What follows belongs to an exercise in optimizing a design on an open flow for small area; a production flow would make more cautious choices. No functional check of the RTL was part of this run. Power is estimated from default activity; no workload was simulated.

### constraint.sdc
create_clock -name core_clock -period 6.5 [get_ports {clk}]
set_input_delay 1.3000 -clock core_clock [delete_from_list [all_inputs] [get_ports {clk}]]
set_output_delay 1.3000 -clock core_clock [all_outputs]
set_load 0.01 [all_outputs]
### run.sh
#!/bin/bash
# synth_recipe.tcl (not shown) runs the flow's synth.tcl, then flattens the netlist and writes it again
# the make line also repeats each setting of config.mk as NAME=value (left out here)
make -C /OpenROAD-flow-scripts/flow DESIGN_CONFIG=/design/flow/config.mk WORK_HOME=/design/flow/orfs CLKGATE_MAP_FILE= SYNTH_SCRIPT=/design/flow/synth_recipe.tcl finish
### config.mk
export PLATFORM = sky130hd
export DESIGN_NAME = top_module
export DESIGN_NICKNAME = top_module
export VERILOG_FILES = /design/flow/design.v
export SDC_FILE = /design/flow/constraint.sdc
export NUM_CORES = 4
export LEC_CHECK = 0
export CAP_MARGIN = 20
export CORE_MARGIN = 2
export CORE_UTILIZATION = 40
export PLACE_DENSITY = 0.6
export SLEW_MARGIN = 20
### design.v
module ALU (
    input [15:0] A,
    input [15:0] B,
    input [2:0] ALU_CTRL,
    output reg [15:0] ALU_OUT,
    output FLAG
);
always @(*) begin
    case(ALU_CTRL)
    3'd0 : ALU_OUT=A+B;
    3'd1 : ALU_OUT=A-B;
    3'd2 : ALU_OUT=~A;
    3'd3 : ALU_OUT=A<<B;
    3'd4 : ALU_OUT=A>>B;
    3'd5 : ALU_OUT=A&B;
    3'd6 : ALU_OUT=A|B;
    3'd7 : ALU_OUT=(A>B)?(16'd1):(16'd0);
    default : ALU_OUT=A+B;
    endcase
end
assign FLAG = (ALU_OUT==16'd0)?(1'd1):(1'd0);
endmodule
module ALUCU (
    input [4-1:0] OPcode,
    input [2-1:0] ALU_OPcode,
    output reg[3-1:0] ALU_CTRL
);
wire [6-1:0] internal_op_line ;
assign internal_op_line = {ALU_OPcode , OPcode };
always @(internal_op_line) begin
    casex (internal_op_line)
    6'b10xxxx : ALU_CTRL=3'd0;
    6'b01xxxx : ALU_CTRL=3'd1;
    6'b000010 : ALU_CTRL=3'd0;
    6'b000011 : ALU_CTRL=3'd1;
    6'b000100 : ALU_CTRL=3'd2;
    6'b000101 : ALU_CTRL=3'd3;
    6'b000110 : ALU_CTRL=3'd4;
    6'b000111 : ALU_CTRL=3'd5;
    6'b001000 : ALU_CTRL=3'd6;
    6'b001001 : ALU_CTRL=3'd7;
        default: ALU_CTRL=3'd0;
    endcase
end
endmodule
module CONTROL_UNIT (
    input  [4-1:0] OPcode,
    output reg [8:0] CONTROL_PIPE,
    output reg [2-1:0] ALU_OP 
);                
    always @(*) begin
        case(OPcode) 
            4'b0000:   
            begin
                CONTROL_PIPE[5] = 1'b0;
                CONTROL_PIPE[4] = 1'b1;
                CONTROL_PIPE[6] = 1'b1;
                CONTROL_PIPE[7] = 1'b1;
                CONTROL_PIPE[2] = 1'b1;
                CONTROL_PIPE[3] = 1'b0;
                CONTROL_PIPE[1] = 1'b0;
                CONTROL_PIPE[8] = 1'b0;
                ALU_OP = 2'b10;
                CONTROL_PIPE[0] = 1'b0;   
            end
            4'b0001:   
            begin
                CONTROL_PIPE[5] = 1'b0;
                CONTROL_PIPE[4] = 1'b1;
                CONTROL_PIPE[6] = 1'b0;
                CONTROL_PIPE[7] = 1'b0;
                CONTROL_PIPE[2] = 1'b0;
                CONTROL_PIPE[3] = 1'b1;
                CONTROL_PIPE[1] = 1'b0;
                CONTROL_PIPE[8] = 1'b0;
                ALU_OP = 2'b10;
                CONTROL_PIPE[0] = 1'b0;   
            end
            4'b0010:   
            begin
                CONTROL_PIPE[5] = 1'b1;
                CONTROL_PIPE[4] = 1'b0;
                CONTROL_PIPE[6] = 1'b0;
                CONTROL_PIPE[7] = 1'b1;
                CONTROL_PIPE[2] = 1'b0;
                CONTROL_PIPE[3] = 1'b0;
                CONTROL_PIPE[1] = 1'b0;
                CONTROL_PIPE[8] = 1'b0;
                ALU_OP = 2'b00;
                CONTROL_PIPE[0] = 1'b0;   
            end
            4'b0011:   
            begin
                CONTROL_PIPE[5] = 1'b1;
                CONTROL_PIPE[4] = 1'b0;
                CONTROL_PIPE[6] = 1'b0;
                CONTROL_PIPE[7] = 1'b1;
                CONTROL_PIPE[2] = 1'b0;
                CONTROL_PIPE[3] = 1'b0;
                CONTROL_PIPE[1] = 1'b0;
                CONTROL_PIPE[8] = 1'b0;
                ALU_OP = 2'b00;
                CONTROL_PIPE[0] = 1'b0;   
            end
            4'b0100:   
            begin
                CONTROL_PIPE[5] = 1'b1;
                CONTROL_PIPE[4] = 1'b0;
                CONTROL_PIPE[6] = 1'b0;
                CONTROL_PIPE[7] = 1'b1;
                CONTROL_PIPE[2] = 1'b0;
                CONTROL_PIPE[3] = 1'b0;
                CONTROL_PIPE[1] = 1'b0;
                CONTROL_PIPE[8] = 1'b0;
                ALU_OP = 2'b00;
                CONTROL_PIPE[0] = 1'b0;   
            end
            4'b0101:   
            begin
                CONTROL_PIPE[5] = 1'b1;
                CONTROL_PIPE[4] = 1'b0;
                CONTROL_PIPE[6] = 1'b0;
                CONTROL_PIPE[7] = 1'b1;
                CONTROL_PIPE[2] = 1'b0;
                CONTROL_PIPE[3] = 1'b0;
                CONTROL_PIPE[1] = 1'b0;
                CONTROL_PIPE[8] = 1'b0;
                ALU_OP = 2'b00;
                CONTROL_PIPE[0] = 1'b0;   
            end
            4'b0110:   
            begin
                CONTROL_PIPE[5] = 1'b1;
                CONTROL_PIPE[4] = 1'b0;
                CONTROL_PIPE[6] = 1'b0;
                CONTROL_PIPE[7] = 1'b1;
                CONTROL_PIPE[2] = 1'b0;
                CONTROL_PIPE[3] = 1'b0;
                CONTROL_PIPE[1] = 1'b0;
                CONTROL_PIPE[8] = 1'b0;
                ALU_OP = 2'b00;
                CONTROL_PIPE[0] = 1'b0;   
            end
            4'b0111:   
            begin
                CONTROL_PIPE[5] = 1'b1;
                CONTROL_PIPE[4] = 1'b0;
                CONTROL_PIPE[6] = 1'b0;
                CONTROL_PIPE[7] = 1'b1;
                CONTROL_PIPE[2] = 1'b0;
                CONTROL_PIPE[3] = 1'b0;
                CONTROL_PIPE[1] = 1'b0;
                CONTROL_PIPE[8] = 1'b0;
                ALU_OP = 2'b00;
                CONTROL_PIPE[0] = 1'b0;   
            end
            4'b1000:   
            begin
                CONTROL_PIPE[5] = 1'b1;
                CONTROL_PIPE[4] = 1'b0;
                CONTROL_PIPE[6] = 1'b0;
                CONTROL_PIPE[7] = 1'b1;
                CONTROL_PIPE[2] = 1'b0;
                CONTROL_PIPE[3] = 1'b0;
                CONTROL_PIPE[1] = 1'b0;
                CONTROL_PIPE[8] = 1'b0;
                ALU_OP = 2'b00;
                CONTROL_PIPE[0] = 1'b0;   
            end
            4'b1001:   
            begin
                CONTROL_PIPE[5] = 1'b1;
                CONTROL_PIPE[4] = 1'b0;
                CONTROL_PIPE[6] = 1'b0;
                CONTROL_PIPE[7] = 1'b1;
                CONTROL_PIPE[2] = 1'b0;
                CONTROL_PIPE[3] = 1'b0;
                CONTROL_PIPE[1] = 1'b0;
                CONTROL_PIPE[8] = 1'b0;
                ALU_OP = 2'b00;
                CONTROL_PIPE[0] = 1'b0;   
            end
            4'b1011:   
            begin
                CONTROL_PIPE[5] = 1'b0;
                CONTROL_PIPE[4] = 1'b0;
                CONTROL_PIPE[6] = 1'b0;
                CONTROL_PIPE[7] = 1'b0;
                CONTROL_PIPE[2] = 1'b0;
                CONTROL_PIPE[3] = 1'b0;
                CONTROL_PIPE[1] = 1'b1;
                CONTROL_PIPE[8] = 1'b0;
                ALU_OP = 2'b01;
                CONTROL_PIPE[0] = 1'b0;   
            end
            4'b1100:   
            begin
                CONTROL_PIPE[5] = 1'b0;
                CONTROL_PIPE[4] = 1'b0;
                CONTROL_PIPE[6] = 1'b0;
                CONTROL_PIPE[7] = 1'b0;
                CONTROL_PIPE[2] = 1'b0;
                CONTROL_PIPE[3] = 1'b0;
                CONTROL_PIPE[1] = 1'b0;
                CONTROL_PIPE[8] = 1'b1;
                ALU_OP = 2'b01;
                CONTROL_PIPE[0] = 1'b0;   
            end
            4'b1101:   
            begin
                CONTROL_PIPE[5] = 1'b0;
                CONTROL_PIPE[4] = 1'b0;
                CONTROL_PIPE[6] = 1'b0;
                CONTROL_PIPE[7] = 1'b0;
                CONTROL_PIPE[2] = 1'b0;
                CONTROL_PIPE[3] = 1'b0;
                CONTROL_PIPE[1] = 1'b0;
                CONTROL_PIPE[8] = 1'b0;
                ALU_OP = 2'b00;
                CONTROL_PIPE[0] = 1'b1;   
            end   
            default: begin
                CONTROL_PIPE[5] = 1'b1;
                CONTROL_PIPE[4] = 1'b0;
                CONTROL_PIPE[6] = 1'b0;
                CONTROL_PIPE[7] = 1'b1;
                CONTROL_PIPE[2] = 1'b0;
                CONTROL_PIPE[3] = 1'b0;
                CONTROL_PIPE[1] = 1'b0;
                CONTROL_PIPE[8] = 1'b0;
                ALU_OP = 2'b00;
                CONTROL_PIPE[0] = 1'b0; 
            end
        endcase
    end
endmodule
module REG_FILE_MODULE (
    input clk,
    input rst,
    input reg_write_en,
    input [15:0] reg_write_data,
    input [3-1:0] reg_write_addr,
    input [3-1:0] reg_read_addr1,
    input [3-1:0] reg_read_addr2,
    output [15:0] reg_read_data1,
    output [15:0] reg_read_data2
);
reg [15:0] reg_array [8-1:0];
integer i;
always @(posedge clk) begin
    if (rst) begin
        for (i=0;i<(8);i=i+1) reg_array[i] <= 16'd0;  
    end
    else if(reg_write_en) reg_array[reg_write_addr]<=reg_write_data;
end
assign reg_read_data1=reg_array[reg_read_addr1];
assign reg_read_data2=reg_array[reg_read_addr2];
endmodule
module DATA_CONTROL (
    input clk,
    input rst,
    input wire [8:0] CONTROL_PIPE,
    output [16-1:0] PC_OUT,
    input  [16-1:0] INSTR_IN,
    output DMEM_WRITE_ENABLE,
    output DMEM_READ_ENABLE,
    output [16-1:0] DMEM_ADDR,
    output [16-1:0] DMEM_WRITE_DATA,
    input  [16-1:0] DMEM_READ_DATA,
    input [2-1:0] ALU_OPcode,
    output [4-1:0] OPcode
);  
    reg [16-1:0] pc_current;     
    wire [16-1:0] pc_exception;  
    wire [16-1:0] pc_next;
    wire [16-1:0] pc_jump_shift;
    wire [16-1:0] pc_bne;
    wire [16-1:0] pc_beq;
    wire [16-1:0]ext_im;
    wire [16-1:0] instruction;
    wire [16-1:0] mem_read_data;
    wire [3-1:0]write_addr;  
    wire [16-1:0] write_data;
    wire [16-1:0] read_data1;  
    wire [16-1:0] read_data2;
    wire [3-1:0] read_addr1; 
    wire [3-1:0] read_addr2;
    wire [16-1:0] second_data;
    wire [16-1:0]alu_out;
    wire [2:0] alu_control;
    wire flag;
    wire jump;
    wire beq;
    wire dat_mem_read_en;
    wire dat_mem_write_en;
    wire alu_src;
    wire reg_dst;
    wire mem_to_reg;
    wire write_enable;
    wire bne;
    assign jump = CONTROL_PIPE[0];
    assign beq  = CONTROL_PIPE[1];
    assign dat_mem_read_en= CONTROL_PIPE[2];
    assign dat_mem_write_en= CONTROL_PIPE[3];
    assign alu_src=CONTROL_PIPE[4];
    assign reg_dst=CONTROL_PIPE[5];
    assign mem_to_reg = CONTROL_PIPE[6];
    assign write_enable = CONTROL_PIPE[7];
    assign bne = CONTROL_PIPE[8];
    assign pc_next=pc_current+16'd2;  
    assign ext_im={{(16-6){instruction[6-1]}},instruction[6-1:0]};  
    assign pc_jump_shift = {pc_next[15:13],instruction[11:0],1'd0};  
    assign pc_bne = (bne&(~flag)==1'd1)?(pc_next + {ext_im[14:0],1'b0}):(pc_beq);  
    assign pc_beq = (beq&flag==1'd1)?(pc_next + {ext_im[14:0],1'b0}):(pc_next);  
    assign pc_exception=(jump == 1'b1) ? pc_jump_shift :  pc_bne;  
    assign second_data=(alu_src)?(ext_im):(read_data2);
    assign write_addr = (reg_dst==1'd1)?(instruction[5:3]):(instruction[8:6]);
    assign write_data=(mem_to_reg==1'd1)?(mem_read_data):(alu_out);
    assign OPcode = instruction[15:12];
    assign read_addr1=instruction[11:9];  
    assign read_addr2=instruction[8:6];
    always @(posedge clk) begin   
        if (rst) pc_current <= 16'd0;  
        else pc_current <= pc_exception;  
    end
    assign PC_OUT = pc_current;
    assign instruction = INSTR_IN;
    REG_FILE_MODULE gpr(
        .clk(clk),
        .rst(rst),
        .reg_write_en(write_enable),
        .reg_write_addr(write_addr),  
        .reg_write_data(write_data),  
        .reg_read_addr1(read_addr1),
        .reg_read_addr2(read_addr2),
        .reg_read_data1(read_data1),
        .reg_read_data2(read_data2)
    );
    ALU alu(
        .A(read_data1),
        .B(second_data),
        .ALU_CTRL(alu_control),
        .ALU_OUT(alu_out),
        .FLAG(flag)
    );
    ALUCU alucu(
        .OPcode(OPcode),
        .ALU_OPcode(ALU_OPcode),
        .ALU_CTRL(alu_control)
    );
    assign DMEM_WRITE_ENABLE = dat_mem_write_en;
    assign DMEM_READ_ENABLE = dat_mem_read_en;
    assign DMEM_ADDR = alu_out;
    assign DMEM_WRITE_DATA = read_data2;
    assign mem_read_data = (dat_mem_read_en==1'b1)?(DMEM_READ_DATA):(16'd0);
endmodule
module top_module (
    input clk,
    input rst,
    output [16-1:0] imem_addr,
    input  [16-1:0] imem_data,
    output dmem_we,
    output dmem_re,
    output [16-1:0] dmem_addr,
    output [16-1:0] dmem_wdata,
    input  [16-1:0] dmem_rdata
);
    wire [8:0] control_pipe;
    wire [2-1:0] alu_op_code;
    wire [4-1:0] opcode;
    DATA_CONTROL control(
        .clk(clk),
        .rst(rst),
        .PC_OUT(imem_addr),
        .INSTR_IN(imem_data),
        .DMEM_WRITE_ENABLE(dmem_we),
        .DMEM_READ_ENABLE(dmem_re),
        .DMEM_ADDR(dmem_addr),
        .DMEM_WRITE_DATA(dmem_wdata),
        .DMEM_READ_DATA(dmem_rdata),
        .CONTROL_PIPE(control_pipe),
        .ALU_OPcode(alu_op_code),
        .OPcode(opcode)
    );
    CONTROL_UNIT cu(
        .OPcode(opcode),
        .CONTROL_PIPE(control_pipe),
        .ALU_OP(alu_op_code)
    );
endmodule
==> summary.txt <==
- Pwr Total: 4.11 mW
- Critical path peak fanout: 12
- Post-layout min period: 6.40 ns
- Vias in the first global route: 12.7k
- Sinks on Clock Net: 143
- Worst slew pin tran: 1.13 ns
- Clock Latency Late Sink: 0.42 ns
- Final critical-path setup slack: 0.0950 ns
- CTS Hold Bufs: 0
- Pleak: 7.18 nW
- Area grow syn2layout: 36.1%
- Crit path DAT: 5.10 ns
- Gr ovfl total: 0
- Synth Register Bits: 143
- Clk buf depth: 2
- Post-synth ARST share: 0%
- Share of post-route cells with drive strength above 1: 31.7%
- Placer's final routability congestion estimate: 0.999
- Final wirelength: 52000 microns
- Final Skew: 0.00785 ns
- Crit share post-route: 98.5%
- Number of instances in the placed design: 2052
- Final Hold Viols: 0
- Die X-Extent: 183 microns
- Post-Synthesis Cells: 1348
- WL/cell: 24.7 microns
- Avg Inst Size Synth: 9.46 sq um
- Initial core utilization: 40.5%
- First-pass GRT wire length: 77000 microns
- Number of port buffers: 82
- Worst-path clk slew: 0.06 ns
- Ant. Diodes: 0
- Pre-Repair DR Iteration Count: 8
- Post-synth top area share: 30.1%
- Power Density: 237 nW/um^2
- Post-synth EDFFs: 128
- Pins over their slew limit: 0
- Nets: 1795
- Seq/Total Area, Yosys: 32.5%
- I/O Pins: 84
- WS Path Type: in2out
- Max Fclk: 0.156 GHz
- Min-Delay Path Class: reg2reg
- Pre-CTS setup slack: -0.631 ns
- Hpwl dp: 39600 microns
- Num CTS Buffers: 17
- Rows: 65
- Non-filler cells, final: 2108
- Yosys cell types: 88
- Worst setup EP type: primary output
- Primary FF master, synth: edfxtp_1
- Largest net degree at the start of global routing: 37
- Max-cap viol count: 0
- DRC viols: 0
- Yosys top cell by area: edfxtp_1
- Synth top area cells: edfxtp_1 (30%), mux4_2 (8.8%), nor2_1 (7.1%)
- CORE AREA: 31500 sq um
- Worst EP required: 5.20 ns
- Yosys warns: 5
- Mapped Area: 12800 sq um
- Die Y: 183 microns
- Setup Viol. Count Final: 0
- Worst rel slew slack: 24.3%
- Total track usage: 30.8%
- CTS tree: built
- Status: finished clean
- Startpoint types: primary input
- H-tree levels: 4
- Die area: 33300 sq um
- VDD IR max: 0.000185 V
- Root buf cell: clkbuf_16
- Total number of vias: 12.8k
- Initial antenna violation count: 0
- DR vias/cell: 6.07
- Syn_nets: 1448
- Detailed Route Iter0 Violations: 1374
- Final ANT Viol Nets: 0
[placed cells by master, fill, tap and decap left out, types with 25 or more instances in the layout]
master	instances
mux2i_1	85
nand3_1	25
ha_1	56
buf_4	322
clkdlybuf4s50_1	65
a21oi_1	59
nor2_1	241
xnor2_1	29
inv_1	58
edfxtp_1	128
nand2_1	67
o21ai_0	31
mux4_2	50
[cells by family after synthesis]
kind of cell / Yosys count / synth area share (%)
buffers and inverters: 153 / 5.53
multiplexers: 166 / 18.4
flip-flops: 143 / 32.5
XOR/XNOR: 42 / 2.88
AND/OR/NAND/NOR: 472 / 17.3
adder cells (fa/ha/maj): 66 / 6.65
AO/OA/AOI/OAI: 305 / 16.8
other: 1 / 0.0294
[power breakdown]
group          leakage [nW]  internal, mW  total [mW]  switching, mW
logic                  5.41         0.872        1.89           1.02
registers              1.45          1.07        1.11         0.0448
clock network         0.320         0.719        1.11          0.387
[worst paths after layout]
path	slack, ns	depth (start not counted)	start	to
min	0.68	3	control.pc_current[15]	control.pc_current[15]
min reg2reg	0.68	3	control.pc_current[15]	control.pc_current[15]
max reg2reg	1.01	21	control.gpr.reg_array[4][7]	control.pc_current[8]
max	0.1	15	imem_data[6]	dmem_addr[13]
[critical path, cell delays in order]
cell	delay [ns]
buf_12	0.13
buf_12	0.13
buf_8	0.14
mux4_2	0.51
mux2_2	0.34
o21ai_2	0.17
ha_1	0.29
or4_4	0.57
a21oi_2	0.15
or3_4	0.16
a221oi_4	0.06
buf_4	0.16
a221o_1	0.35
a211o_1	0.33
dlygate4sd2_1	0.29
[stage by stage]
step                hold WS (ns)  area [sq um]  TNS (ns)  utilization (%)
floorplan                  0.688         12900    -0.246                -
global route               0.731         17400   -0.0445             55.2
CTS                        0.684         17000         0             54.1
detailed placement         0.664         16100    -13.60             51.2
finish                     0.681         17400         0             55.2
global placement           0.650         16100    -11.92             51.2
[final cells by class]
type / instances / area (sq um)
timing repair buffer: 419 / 3510
multi-input combinational: 1052 / 8310
sequential: 143 / 4140
clock inverter: 13 / 236
inverter: 62 / 241
fill: 2816 / 14100
tap: 402 / 503
clock buffer: 17 / 425
[registers in the layout, indices dropped and copies added, names as in the netlist]
name and flops:
control.gpr.reg_array 128, control.pc_current 15
[cells in the mapped netlist (14+ instances only)]
library cell    n
nor3_1         20
ha_1           63
nand2_1        67
buf_2          21
edfxtp_1      128
nand2b_1       21
mux2i_1        86
o22ai_1        25
nor2_1        243
xnor2_1        29
a211oi_1       19
mux2_2         26
o21ai_0        42
nand3_1        25
inv_1          60
dfxtp_1        15
mux4_2         50
clkbuf_1       50
nor2b_1        20
or3_1          14
a21oi_1        63
o221ai_1       15
[per-layer routing]
metal / wire, microns / vias to the layer above / share of wire (%) / GRT usage [%]
met5: 0 / - / 0 / 0
met4: 3000 / 0 / 5.8 / 16.5
met3: 4130 / 160 / 7.9 / 3.75
met2: 25100 / 658 / 48 / 52.3
met1: 19700 / 6251 / 38 / 38.4
li1: - / 5734 / - / -
[what timing repair did]
action / 4_1_cts / 5_1_grt
resized for setup: 60 / 40
cloned: 0 / 2
pin swaps: 9 / 12
endpoints found under the setup margin: 28 / 25
endpoints found under the hold margin: 0 / 0
buffers inserted: 6 / 18

-- re-timing with driven ports --
The flow's constraints put no driver on any port. The routed layout listed below was extracted and timed again, unchanged, in two steps.
Step 1, drivers: a clkbuf_16 drives clk and a buf_2 each remaining input, both assumed.
Step 2 times the ports against the registers' clock, not the clock port: input delays grow and output delays shrink by t, the midpoint of the rising clock arrivals with the driver on.
a / b / c = ideal / step 1 / step 2; a / b = the first two.
t (ns): 0.463
setup WS [ns]: 0.095 / 0.030 / -0.224
worst setup path after step 2: input to register
slew at the worst register clock pin (ns): 0.06 / 0.06
Met with ideal ports but missed after step 2: setup timing in this run. For this run, drivers alone change the setup slack by -0.065 ns; drivers and shift together by -0.319 ns.
